Context: an optimization exercise on an open-source flow, tuned for small area. The choices shown serve that exercise and are no tape-out recipe.
The RTL was checked by simulation tests, not by an equivalence proof against the original design.
Power and IR drop assume default switching activity.

==> 06-24: inputs <==
==> flow/design.v <==
`timescale 1ns / 1ps
module dds_core(
    input clk,
    input rst,
    input mode,               
    input[1:0] wave_select,   
    input[11:0] freq_ctl,
    output[7:0] dac,
    output[15:0] theo_freq_bcd,
    output[15:0] freq_ctl_bcd
    );
    localparam [7167:0] QSIN = 7168'hfffffffffffffffffffffffffffffffffffffffffffffffffffffffffffffffffffffffffffffffffffffffffffffffffffffbf7efdfbf7efdfbf7efdfbf7efdfbf7efdfbf7efdfbf7efdfbf7efdfbf7efdfbf7efdfbf7efbf7efdfbf7efdfbf7efdfbf7efdfbf7efdfbf7efdfbf7efdfbf3e7cf9f3e7cf9f3e7cf9f3e7cf9f3e7cf9f3e7cf9efdfbf7efdfbf7efdfbf7efdfbf7efdfbf7ebd7af5ebd7af5ebd7af5ebd7af5ebd7af3e7cf9f3e7cf9f3e7cf9f3e7cf9f3e3c78f1e3c78f1e3c78f1e3c78efdfbf7efdfbf7efdfbf7efdfbf6eddbb76eddbb76eddbb76edd7af5ebd7af5ebd7af5ebd7a74e9d3a74e9d3a74e9d3a73e7cf9f3e7cf9f3e7cf9f2e5cb972e5cb972e5cb8f1e3c78f1e3c78f1e3c3870e1c3870e1c3870dfbf7efdfbf7efdfbf7eeddbb76eddbb76eddb76eddbb76eddbb76ecd9b366cd9b366cd9af5ebd7af5ebd7af56ad5ab56ad5ab56ad3a74e9d3a74e9d3a3468d1a3468d1a33e7cf9f3e7cf9f366cd9b366cd9b365cb972e5cb972e4c993264c993264c78f1e3c78f1e3c58b162c58b162c3870e1c3870e1c183060c183060bf7efdfbf7efdebd7af5ebd7af5dbb76eddbb76edcb972e5cb972ddbb76eddbb76ad5ab56ad5ab566cd9b366cd9b162c58b162c57af5ebd7af5eb56ad5ab56ad56ad5ab56ad5a952a54a952a53a74e9d3a74a952a54a952a3468d1a3468d0a142850a13e7cf9f3e7cf9d3a74e9d3a6cd9b366cd9b3264c993264b972e5cb972e54a952a54a93264c9932644891224488f1e3c78f1e3468d1a3468d162c58b162c48912244890e1c3870e1c2850a14285060c183060c0810204080fdfbf7efdfbe7cf9f3e7af5ebd7af5e3c78f1e3c76eddbb76edd3a74e9d3a72e5cb972e1c3870e1c376eddbb76ed9b366cd9ab56ad5ab568d1a3468d19b366cd9b264c993264c58b162c583060c18305ebd7af5eb972e5cb972d5ab56ad58b162c58b15ab56ad5aa54a952a54a54a952a542850a14274e9d3a74e993264c992a54a952a54891224488d1a3468d122448912242850a142810204080f9f3e7cf9e3c78f1e3c74e9d3a74e1c3870e1b366cd9b3468d1a3468c993264c983060c182e5cb972e58b162c58a952a54a952850a14284c993264c912244891122448912040810203c78f1e3c78e1c3870e1a3468d1a3060c183058b162c58a142850a1224489122040810204070e1c3870c183060c142850a142040810203060c1830408102040408102040000000000;
    localparam [2047:0] AMQ = 2048'h8096aab8bebcb2a18b755f4e43414755687e94a8b5bcbab1a18c77625147454a56687c91a3b0b7b6ae9f8c7966574d4b4f59697b8e9eaab0afa89c8c7b6a5d5553565f6c7b8b98a2a7a6a1978a7d70655f5d5f66707c8791989c9c9790887e756e6a696b6f757d848a8e908f8d89847f7b78767677797c7e818283838281808080;
    localparam [1023:0] AMC = 1024'h15103fcc004000c0014100000144400304455540c015555030055540000155550000055503f0105403fc315500f300010000c00040430f0014000c00455003f13000000000000c03c30300f3c3000330fc030ffc003cff30030cff000033ff000000000000000000000000000000000000000000000000000000000000000000;
    reg [11:0] acc;      
    reg [11:0] aq;       
    reg [7:0]  dds_q;    
    wire [10:0] h = aq[10:0];
    wire [10:0] j = ({1'b0, h[9:0] ^ {10{h[10]}}}) + {10'd0, h[10]};
    wire [6:0]  q = QSIN[j[9:0]*7 +: 7] | {7{j[10]}};
    wire        hz = (h == 11'd0);
    wire [7:0]  sine = (aq[11] & hz) ? 8'd128 : {~aq[11], q ^ {7{aq[11]}}};
    reg [7:0] wave;
    always @(*) begin
        case (wave_select)
            2'd0: wave = sine;
            2'd1: wave = {8{~aq[11]}};
            2'd2: wave = aq[10:3] ^ {8{aq[11]}};
            default: wave = aq[11:4];
        endcase
    end
    always @(posedge clk) begin
        if (rst)
            acc <= 12'd0;
        else
            acc <= acc + (freq_ctl & {12{mode}});
    end
    always @(posedge clk) begin
        if (rst) begin
            aq <= 12'd0;
            dds_q <= 8'd0;
        end else if (mode) begin
            aq <= acc;
            dds_q <= wave;
        end
    end
    reg [9:0] am_st;
    wire am_en = ~mode;
    always @(posedge clk) begin
        if (rst)
            am_st <= {1'b1, 9'd509};
        else begin
            am_st[8:0] <= am_st[8:0] + {8'd0, am_en};
            am_st[9] <= am_st[9] & ~(am_en & (&am_st[8:0]));
        end
    end
    wire [8:0] ak = am_st[8:0];
    wire       am_m = ak[7] & (ak[6:0] != 7'd0);
    wire [7:0] am_rp = am_m ? (8'd0 - ak[7:0]) : ak[7:0];
    wire [7:0] am_b = AMQ[am_rp*8 +: 8];
    wire [1:0] am_c = AMC[ak*2 +: 2];
    wire [7:0] am_v = (am_b ^ {8{ak[8] ^ am_m}}) + {{6{am_c[1]}}, am_c};
    wire [7:0] am = am_st[9] ? {am_st[1], 7'd0} : am_v;
    assign dac = mode ? dds_q : am;
    reg [11:0] fc1, fc2;
    reg rst_q;
    always @(posedge clk) begin
        fc1 <= freq_ctl;
        rst_q <= rst;
        fc2 <= (rst | rst_q) ? 12'd0 : fc1;
    end
    function [15:0] bin2bcd(input [11:0] v);
        integer i;
        reg [27:0] sh;
        begin
            sh = {16'd0, v};
            for (i = 0; i < 12; i = i + 1) begin
                if (sh[15:12] > 4) sh[15:12] = sh[15:12] + 4'd3;
                if (sh[19:16] > 4) sh[19:16] = sh[19:16] + 4'd3;
                if (sh[23:20] > 4) sh[23:20] = sh[23:20] + 4'd3;
                if (sh[27:24] > 4) sh[27:24] = sh[27:24] + 4'd3;
                sh = sh << 1;
            end
            bin2bcd = sh[27:12];
        end
    endfunction
    assign freq_ctl_bcd = bin2bcd(fc2);
    wire [14:0] p1 = {3'b0, fc2} + {1'b0, fc2, 2'b0};
    wire [10:0] r1 = p1[10:0];
    wire [13:0] p2 = {3'b0, r1} + {1'b0, r1, 2'b0};
    wire [9:0]  r2 = p2[9:0];
    wire [12:0] p3 = {3'b0, r2} + {1'b0, r2, 2'b0};
    wire [8:0]  r3 = p3[8:0];
    wire [11:0] p4 = {3'b0, r3} + {1'b0, r3, 2'b0};
    assign theo_freq_bcd = {p1[14:11], p2[13:10], p3[12:9], p4[11:8]};
endmodule
==> flow/flow/run.sh <==
#!/bin/bash
# Standard synthesis, then the combinational logic between the standard
# synthesis's registers is re-mapped by ABC with an area-oriented script
# (registers, their names and cell types are kept as they are), then the
# standard ORFS layout from floorplan to finish.
set -euo pipefail
R=$PWD/orfs/results/sky130hd/dds_core/base
bash standard.sh synth > synth.log 2>&1
cp $R/1_2_yosys.v $R/1_2_yosys_std.v
LIB=$FLOW_HOME/platforms/sky130hd/lib/sky130_fd_sc_hd__tt_025C_1v80.lib
DU="$(sed -n "/DONT_USE_CELLS +=/,/^#/p" $FLOW_HOME/platforms/sky130hd/config.mk | grep -o "sky130_fd_sc_hd__[a-z0-9_]*" | sed "s/^/-dont_use /" | tr "\n" " ") -dont_use sky130_fd_sc_hd__fa* -dont_use sky130_fd_sc_hd__ha*"
cat > resyn.ys <<EOF
read_liberty -ignore_miss_func $LIB
read_verilog $R/1_2_yosys_std.v
hierarchy -top $FLOW_TOP
setattr -mod -set keep_hierarchy 1 sky130_fd_sc_hd__*df*
flatten
hierarchy -top $FLOW_TOP
blackbox sky130_fd_sc_hd__*df*
delete t:\$scopeinfo
opt_clean -purge
opt_clean
abc -liberty $LIB $DU -script $PWD/flow/resyn.abc
opt_clean -purge
read_liberty -lib -ignore_miss_func $LIB
hilomap -singleton -hicell sky130_fd_sc_hd__conb_1 HI -locell sky130_fd_sc_hd__conb_1 LO
insbuf -buf sky130_fd_sc_hd__buf_4 A X
splitnets
opt_clean -purge
check -assert
tee -o resyn_stat.log stat -liberty $LIB
write_verilog -noattr -nohex -nodec -noexpr $R/1_2_yosys.v
EOF
yosys -s resyn.ys > resyn.log 2>&1
rm -f $R/1_synth.odb $R/1_synth.sdc
export BUFFER_PORTS_ARGS="-buffer_cell sky130_fd_sc_hd__buf_1"
bash standard.sh > layout.log 2>&1
==> flow/flow/resyn.abc <==
strash
&get -n
&deepsyn -T 300
&put
strash
&get -n
&dch
&nf -a -p -F 8 -A 6 -R 1000
&put
==> flow/standard.sh <==
#!/bin/bash
# synth_recipe.tcl (not shown) runs the flow's synth.tcl, then flattens the netlist and writes it again
# the make line also repeats each setting of config.mk as NAME=value (left out here)
make -C /OpenROAD-flow-scripts/flow DESIGN_CONFIG=/design/flow/config.mk WORK_HOME=/design/flow/orfs CLKGATE_MAP_FILE= SYNTH_SCRIPT=/design/flow/synth_recipe.tcl "${@:-finish}"
==> flow/config.mk <==
export PLATFORM = sky130hd
export DESIGN_NAME = dds_core
export DESIGN_NICKNAME = dds_core
export VERILOG_FILES = /design/flow/design.v
export SDC_FILE = /design/flow/constraint.sdc
export NUM_CORES = 4
export LEC_CHECK = 0
export ABC_AREA = 1
export CAP_MARGIN = 20
export CORE_MARGIN = 2
export CORE_UTILIZATION = 45
export CTS_BUF_LIST = sky130_fd_sc_hd__clkbuf_4 sky130_fd_sc_hd__clkbuf_8
export CTS_CLUSTER_DIAMETER = 100
export CTS_CLUSTER_SIZE = 30
export SLEW_MARGIN = 20
export SYNTH_MEMORY_MAX_BITS = 65536
==> flow/constraint.sdc <==
create_clock -name core_clock -period 15.0 [get_ports {clk}]
set_input_delay 3.0000 -clock core_clock [delete_from_list [all_inputs] [get_ports {clk}]]
set_output_delay 3.0000 -clock core_clock [all_outputs]
set_load 0.01 [all_outputs]
==> inputs of 03-15, as changes to 06-24 <==
==> flow/design.v, changed modules only <==
module dds_core(
    input clk,
    input rst,
    input mode,               
    input[1:0] wave_select,   
    input[11:0] freq_ctl,
    output[7:0] dac,
    output[15:0] theo_freq_bcd,
    output[15:0] freq_ctl_bcd
    );
    localparam [7167:0] QSIN = 7168'hfffffffffffffffffffffffffffffffffffffffffffffffffffffffffffffffffffffffffffffffffffffffffffffffffffffbf7efdfbf7efdfbf7efdfbf7efdfbf7efdfbf7efdfbf7efdfbf7efdfbf7efdfbf7efdfbf7efbf7efdfbf7efdfbf7efdfbf7efdfbf7efdfbf7efdfbf7efdfbf3e7cf9f3e7cf9f3e7cf9f3e7cf9f3e7cf9f3e7cf9efdfbf7efdfbf7efdfbf7efdfbf7efdfbf7ebd7af5ebd7af5ebd7af5ebd7af5ebd7af3e7cf9f3e7cf9f3e7cf9f3e7cf9f3e3c78f1e3c78f1e3c78f1e3c78efdfbf7efdfbf7efdfbf7efdfbf6eddbb76eddbb76eddbb76edd7af5ebd7af5ebd7af5ebd7a74e9d3a74e9d3a74e9d3a73e7cf9f3e7cf9f3e7cf9f2e5cb972e5cb972e5cb8f1e3c78f1e3c78f1e3c3870e1c3870e1c3870dfbf7efdfbf7efdfbf7eeddbb76eddbb76eddb76eddbb76eddbb76ecd9b366cd9b366cd9af5ebd7af5ebd7af56ad5ab56ad5ab56ad3a74e9d3a74e9d3a3468d1a3468d1a33e7cf9f3e7cf9f366cd9b366cd9b365cb972e5cb972e4c993264c993264c78f1e3c78f1e3c58b162c58b162c3870e1c3870e1c183060c183060bf7efdfbf7efdebd7af5ebd7af5dbb76eddbb76edcb972e5cb972ddbb76eddbb76ad5ab56ad5ab566cd9b366cd9b162c58b162c57af5ebd7af5eb56ad5ab56ad56ad5ab56ad5a952a54a952a53a74e9d3a74a952a54a952a3468d1a3468d0a142850a13e7cf9f3e7cf9d3a74e9d3a6cd9b366cd9b3264c993264b972e5cb972e54a952a54a93264c9932644891224488f1e3c78f1e3468d1a3468d162c58b162c48912244890e1c3870e1c2850a14285060c183060c0810204080fdfbf7efdfbe7cf9f3e7af5ebd7af5e3c78f1e3c76eddbb76edd3a74e9d3a72e5cb972e1c3870e1c376eddbb76ed9b366cd9ab56ad5ab568d1a3468d19b366cd9b264c993264c58b162c583060c18305ebd7af5eb972e5cb972d5ab56ad58b162c58b15ab56ad5aa54a952a54a54a952a542850a14274e9d3a74e993264c992a54a952a54891224488d1a3468d122448912242850a142810204080f9f3e7cf9e3c78f1e3c74e9d3a74e1c3870e1b366cd9b3468d1a3468c993264c983060c182e5cb972e58b162c58a952a54a952850a14284c993264c912244891122448912040810203c78f1e3c78e1c3870e1a3468d1a3060c183058b162c58a142850a1224489122040810204070e1c3870c183060c142850a142040810203060c1830408102040408102040000000000;
    localparam [4095:0] AMTAB = 4096'h80818283838482817e7b78767576777b7f84898d90908e8a847d756f6a696a6e757e8891989c9c9991877c70665f5d5f65707d8b98a1a7a7a3988b7b6c5f5652555d6b7b8d9ca9b0b1ab9f8f7c69594f4a4d5766798da0afb7b8b1a4927d68564a44475162778da2b2bbbdb6a9947e68554741434e5f758ca2b3bdbfb9ab978069554741434d5e748aa0b2bdbfb9ab98816b574942444e5e73899daeb9bbb6a997836e5b4e4748516072869aa9b3b5b1a696847160544f4f5763738495a2aaada9a0938474675d58585e6875828f9aa0a3a0998f84786e666363676e77818a91959795908a827b75716f6f72767b808488898a898784817e7d7c7c7c7d7e7f807f7e7e7d7c7c7d7e8183868889898784807b7672706f71757b828990949695908981776e686363666e78838f989fa29f998f8274685e59585d677483939fa9aca9a194847363574f4f5560708395a5b0b4b2a89986725f5148474e5b6e8297a9b5bab8ad9d88725e4d444249576b8197aab8bebcb19f8a735d4c42404755698096aab8bebcb2a18b755f4e43414755687e94a8b5bcbab1a18c77625147454a56687c91a3b0b7b6ae9f8c7966574d4b4f59697b8e9eaab0afa89c8c7b6a5d5553565f6c7b8b98a2a7a6a1978a7d70655f5d5f66707c8791989c9c9790887e756e6a696b6f757d848a8e908f8d89847f7b78767677797c7e818283838281808080;
    reg [11:0] acc;      
    reg [11:0] aq;       
    reg [7:0]  dds_q;    
    wire [10:0] h = aq[10:0];
    wire [10:0] j = ({1'b0, h[9:0] ^ {10{h[10]}}}) + {10'd0, h[10]};
    wire [6:0]  q = QSIN[j[9:0]*7 +: 7] | {7{j[10]}};
    wire        hz = (h == 11'd0);
    wire [7:0]  sine = (aq[11] & hz) ? 8'd128 : {~aq[11], q ^ {7{aq[11]}}};
    reg [7:0] wave;
    always @(*) begin
        case (wave_select)
            2'd0: wave = sine;
            2'd1: wave = {8{~aq[11]}};
            2'd2: wave = aq[10:3] ^ {8{aq[11]}};
            default: wave = aq[11:4];
        endcase
    end
    always @(posedge clk) begin
        if (rst) begin
            acc <= 12'd0;
            aq <= 12'd0;
            dds_q <= 8'd0;
        end else if (mode) begin
            acc <= acc + freq_ctl;
            aq <= acc;
            dds_q <= wave;
        end
    end
    reg [9:0] am_st;
    always @(posedge clk) begin
        if (rst)
            am_st <= {1'b1, 9'd509};
        else if (!mode) begin
            am_st[8:0] <= am_st[8:0] + 9'd1;
            am_st[9] <= am_st[9] & ~(&am_st[8:0]);
        end
    end
    wire [7:0] am = am_st[9] ? {am_st[1], 7'd0} : AMTAB[am_st[8:0]*8 +: 8];
    assign dac = mode ? dds_q : am;
    reg [11:0] fc1, fc2;
    reg rst_q;
    always @(posedge clk) begin
        fc1 <= freq_ctl;
        rst_q <= rst;
        fc2 <= (rst | rst_q) ? 12'd0 : fc1;
    end
    function [15:0] bin2bcd(input [11:0] v);
        integer i;
        reg [27:0] sh;
        begin
            sh = {16'd0, v};
            for (i = 0; i < 12; i = i + 1) begin
                if (sh[15:12] > 4) sh[15:12] = sh[15:12] + 4'd3;
                if (sh[19:16] > 4) sh[19:16] = sh[19:16] + 4'd3;
                if (sh[23:20] > 4) sh[23:20] = sh[23:20] + 4'd3;
                if (sh[27:24] > 4) sh[27:24] = sh[27:24] + 4'd3;
                sh = sh << 1;
            end
            bin2bcd = sh[27:12];
        end
    endfunction
    assign freq_ctl_bcd = bin2bcd(fc2);
    wire [14:0] p1 = {3'b0, fc2} + {1'b0, fc2, 2'b0};
    wire [10:0] r1 = p1[10:0];
    wire [13:0] p2 = {3'b0, r1} + {1'b0, r1, 2'b0};
    wire [9:0]  r2 = p2[9:0];
    wire [12:0] p3 = {3'b0, r2} + {1'b0, r2, 2'b0};
    wire [8:0]  r3 = p3[8:0];
    wire [11:0] p4 = {3'b0, r3} + {1'b0, r3, 2'b0};
    assign theo_freq_bcd = {p1[14:11], p2[13:10], p3[12:9], p4[11:8]};
endmodule
--- a/flow/flow/run.sh
+++ b/flow/flow/run.sh
@@ -35,3 +35,2 @@
 rm -f $R/1_synth.odb $R/1_synth.sdc
-export BUFFER_PORTS_ARGS="-buffer_cell sky130_fd_sc_hd__buf_1"
 bash standard.sh > layout.log 2>&1
==> flow/flow/resyn.abc (replaced) <==
strash
&get -n
&deepsyn -T 120
&put
strash
dch -f
map -a
- CORE_UTILIZATION: 45 -> 40
- CTS_BUF_LIST: sky130_fd_sc_hd__clkbuf_4 sky130_fd_sc_hd__clkbuf_8 -> unset
- CTS_CLUSTER_DIAMETER: 100 -> unset
- CTS_CLUSTER_SIZE: 30 -> unset
==> inputs of 02-13, as changes to 06-24 <==
--- a/flow/design.v
+++ b/flow/design.v
@@ -21,3 +21,5 @@
     wire        hz = (h == 11'd0);
-    wire [7:0]  sine = (aq[11] & hz) ? 8'd128 : {~aq[11], q ^ {7{aq[11]}}};
+    wire       inv = aq[11] & ~(hz & ~wave_select[1]);
+    wire [6:0] lo = wave_select[1] ? aq[9:3] : q;
+    wire [7:0] st = {wave_select[1] & aq[10], lo} ^ {8{inv}};
     reg [7:0] wave;
@@ -25,5 +27,5 @@
         case (wave_select)
-            2'd0: wave = sine;
+            2'd0: wave = {~st[7], st[6:0]};
             2'd1: wave = {8{~aq[11]}};
-            2'd2: wave = aq[10:3] ^ {8{aq[11]}};
+            2'd2: wave = st;
             default: wave = aq[11:4];
--- a/flow/flow/run.sh
+++ b/flow/flow/run.sh
@@ -3,4 +3,5 @@
 # synthesis's registers is re-mapped by ABC with an area-oriented script
-# (registers, their names and cell types are kept as they are), then the
-# standard ORFS layout from floorplan to finish.
+# (registers, their names and cell types are kept as they are); ABC runs
+# with a few random seeds in parallel and the smallest netlist is kept.
+# Then the standard ORFS layout from floorplan to finish.
 set -euo pipefail
@@ -11,3 +12,5 @@
 DU="$(sed -n "/DONT_USE_CELLS +=/,/^#/p" $FLOW_HOME/platforms/sky130hd/config.mk | grep -o "sky130_fd_sc_hd__[a-z0-9_]*" | sed "s/^/-dont_use /" | tr "\n" " ") -dont_use sky130_fd_sc_hd__fa* -dont_use sky130_fd_sc_hd__ha*"
-cat > resyn.ys <<EOF
+for S in 0 1 2 3; do
+  sed "s/@SEED@/$S/" flow/resyn.abc > resyn_$S.abc
+  cat > resyn_$S.ys <<EOF
 read_liberty -ignore_miss_func $LIB
@@ -21,4 +24,3 @@
 opt_clean -purge
-opt_clean
-abc -liberty $LIB $DU -script $PWD/flow/resyn.abc
+abc -liberty $LIB $DU -script $PWD/resyn_$S.abc
 opt_clean -purge
@@ -30,6 +32,17 @@
 check -assert
-tee -o resyn_stat.log stat -liberty $LIB
-write_verilog -noattr -nohex -nodec -noexpr $R/1_2_yosys.v
+tee -o resyn_stat_$S.log stat -liberty $LIB
+write_verilog -noattr -nohex -nodec -noexpr $PWD/resyn_out_$S.v
 EOF
-yosys -s resyn.ys > resyn.log 2>&1
+  (yosys -s resyn_$S.ys > resyn_$S.log 2>&1 || true) &
+done
+wait
+best=""; bestA=""
+for S in 0 1 2 3; do
+  A=$(grep -i "chip area for module" resyn_stat_$S.log 2>/dev/null | awk '{print $NF}')
+  [ -n "$A" ] || continue
+  echo "seed $S area $A" >> resyn_pick.log
+  if [ -z "$best" ] || awk "BEGIN{exit !($A < $bestA)}"; then best=$S; bestA=$A; fi
+done
+echo "picked seed $best area $bestA" >> resyn_pick.log
+cp resyn_out_$best.v $R/1_2_yosys.v
 rm -f $R/1_synth.odb $R/1_synth.sdc
==> flow/flow/resyn.abc (replaced) <==
strash
&get -n
&deepsyn -T 300 -S @SEED@
&put
strash
&get -n
&dch
&nf -a -p -F 8 -A 6 -R 1000
&put
- CTS_BUF_LIST: sky130_fd_sc_hd__clkbuf_4 sky130_fd_sc_hd__clkbuf_8 -> sky130_fd_sc_hd__clkbuf_4
- GPL_TIMING_DRIVEN: unset -> 0
==> notes <==
Between 03-15 and 02-13, the lower sequential power is in 03-15 (gap about 2%, measured against 02-13).
Against 06-24, the critical path depth of 03-15 is higher by 9.
Worst setup slack, lowest first: 02-13, 06-24, 03-15.
Between 03-15 and 06-24, the lower first-iteration DRC count is in 06-24 (gap about 70%, measured against 06-24).
Non-clock buffer count: 03-15 > 06-24 > 02-13.
Register-to-register slack: 06-24 > 02-13 > 03-15.
Against 03-15, the fmax of 02-13 is lower by about 9%.
Between 03-15 and 02-13, the lower area after synthesis is in 02-13 (gap about 17%, measured against 02-13).
06-24 went through all stages and came out clean. 02-13 finished clean. 03-15 passed the timing, DRC and antenna checks.
Via count: 03-15 is higher than 02-13 (about 40%).
==> figures <==
Status: 02-13 timing/DRC/antenna clean; 06-24 timing/DRC/antenna clean; 03-15 timing/DRC/antenna clean
Total power per unit cell area: 02-13 121 nW/um^2; 06-24 127 nW/um^2; 03-15 121 nW/um^2
Critical Path Most Common Cell: 02-13 -; 06-24 nor2_1; 03-15 clkinv_1
Power drawn by the clock network: 02-13 0.138 mW; 06-24 0.156 mW; 03-15 0.185 mW
Worst-case vdd ir drop: 02-13 0.100 mV; 06-24 0.0869 mV; 03-15 0.0886 mV
Final worst-path cycle share: 02-13 70.7%; 06-24 70.6%; 03-15 64.3%
Static leakage: 02-13 2.91 nW; 06-24 2.90 nW; 03-15 3.66 nW
Worst Setup EP: 02-13 dac[5]; 06-24 freq_ctl_bcd[2]; 03-15 freq_ctl_bcd[2]
Final design area excluding fillers: 02-13 8060 sq um; 06-24 8130 sq um; 03-15 9830 sq um
Clock Power Share: 02-13 14.1%; 06-24 15.1%; 03-15 15.5%
Power dissipated in sequential cells: 02-13 0.211 mW; 06-24 0.212 mW; 03-15 0.206 mW
Number of detailed-route iterations in the first pass: 02-13 6; 06-24 5; 03-15 7
Clock buffer count: 02-13 9; 06-24 10; 03-15 9
Sum of routed wire segments on met1: 02-13 10.3 mm; 06-24 9.86 mm; 03-15 16.0 mm
Fin nets: 02-13 1191; 06-24 1203; 03-15 1676
Max stage delay cell, worst path: 02-13 dfxtp_1; 06-24 dfxtp_1; 03-15 clkdlybuf4s50_1
Synth Net Count: 02-13 1121; 06-24 1121; 03-15 1589
Slew HR: 02-13 30.6%; 06-24 36.5%; 03-15 30.9%
Worst path setup slack after routing: 02-13 4400 ps; 06-24 4400 ps; 03-15 5350 ps
Height of the chip: 02-13 131 um; 06-24 131 um; 03-15 150 um

[afterwards: timing with drivers on the ports]
In the flow no input, the clock included, has a driving cell. The finished layouts below were timed again as built, in two steps.
Step 1: set_driving_cell puts a clkbuf_16 on clk and a buf_2 on each other input, an assumption about the parent block.
Step 2 moves the port delays by t, midway between the first and last clock arrival at a register: inputs arrive t later, outputs are due t later. That takes back most of the time a late clock gives input paths.
a / b / c = no drivers / after step 1 / after step 2; a / b = the first two.
run	t (ns)	setup slack, ns	hold WS [ns]
06-24	0.383	4.404 / 4.368 / 4.751	0.430 / 0.430 / 0.430
03-15	0.354	5.348 / 5.316 / 5.671	0.404 / 0.404 / 0.404
02-13	0.438	4.397 / 4.368 / 4.806	0.435 / 0.435 / 0.435
After both steps setup and hold are still met in every run listed.
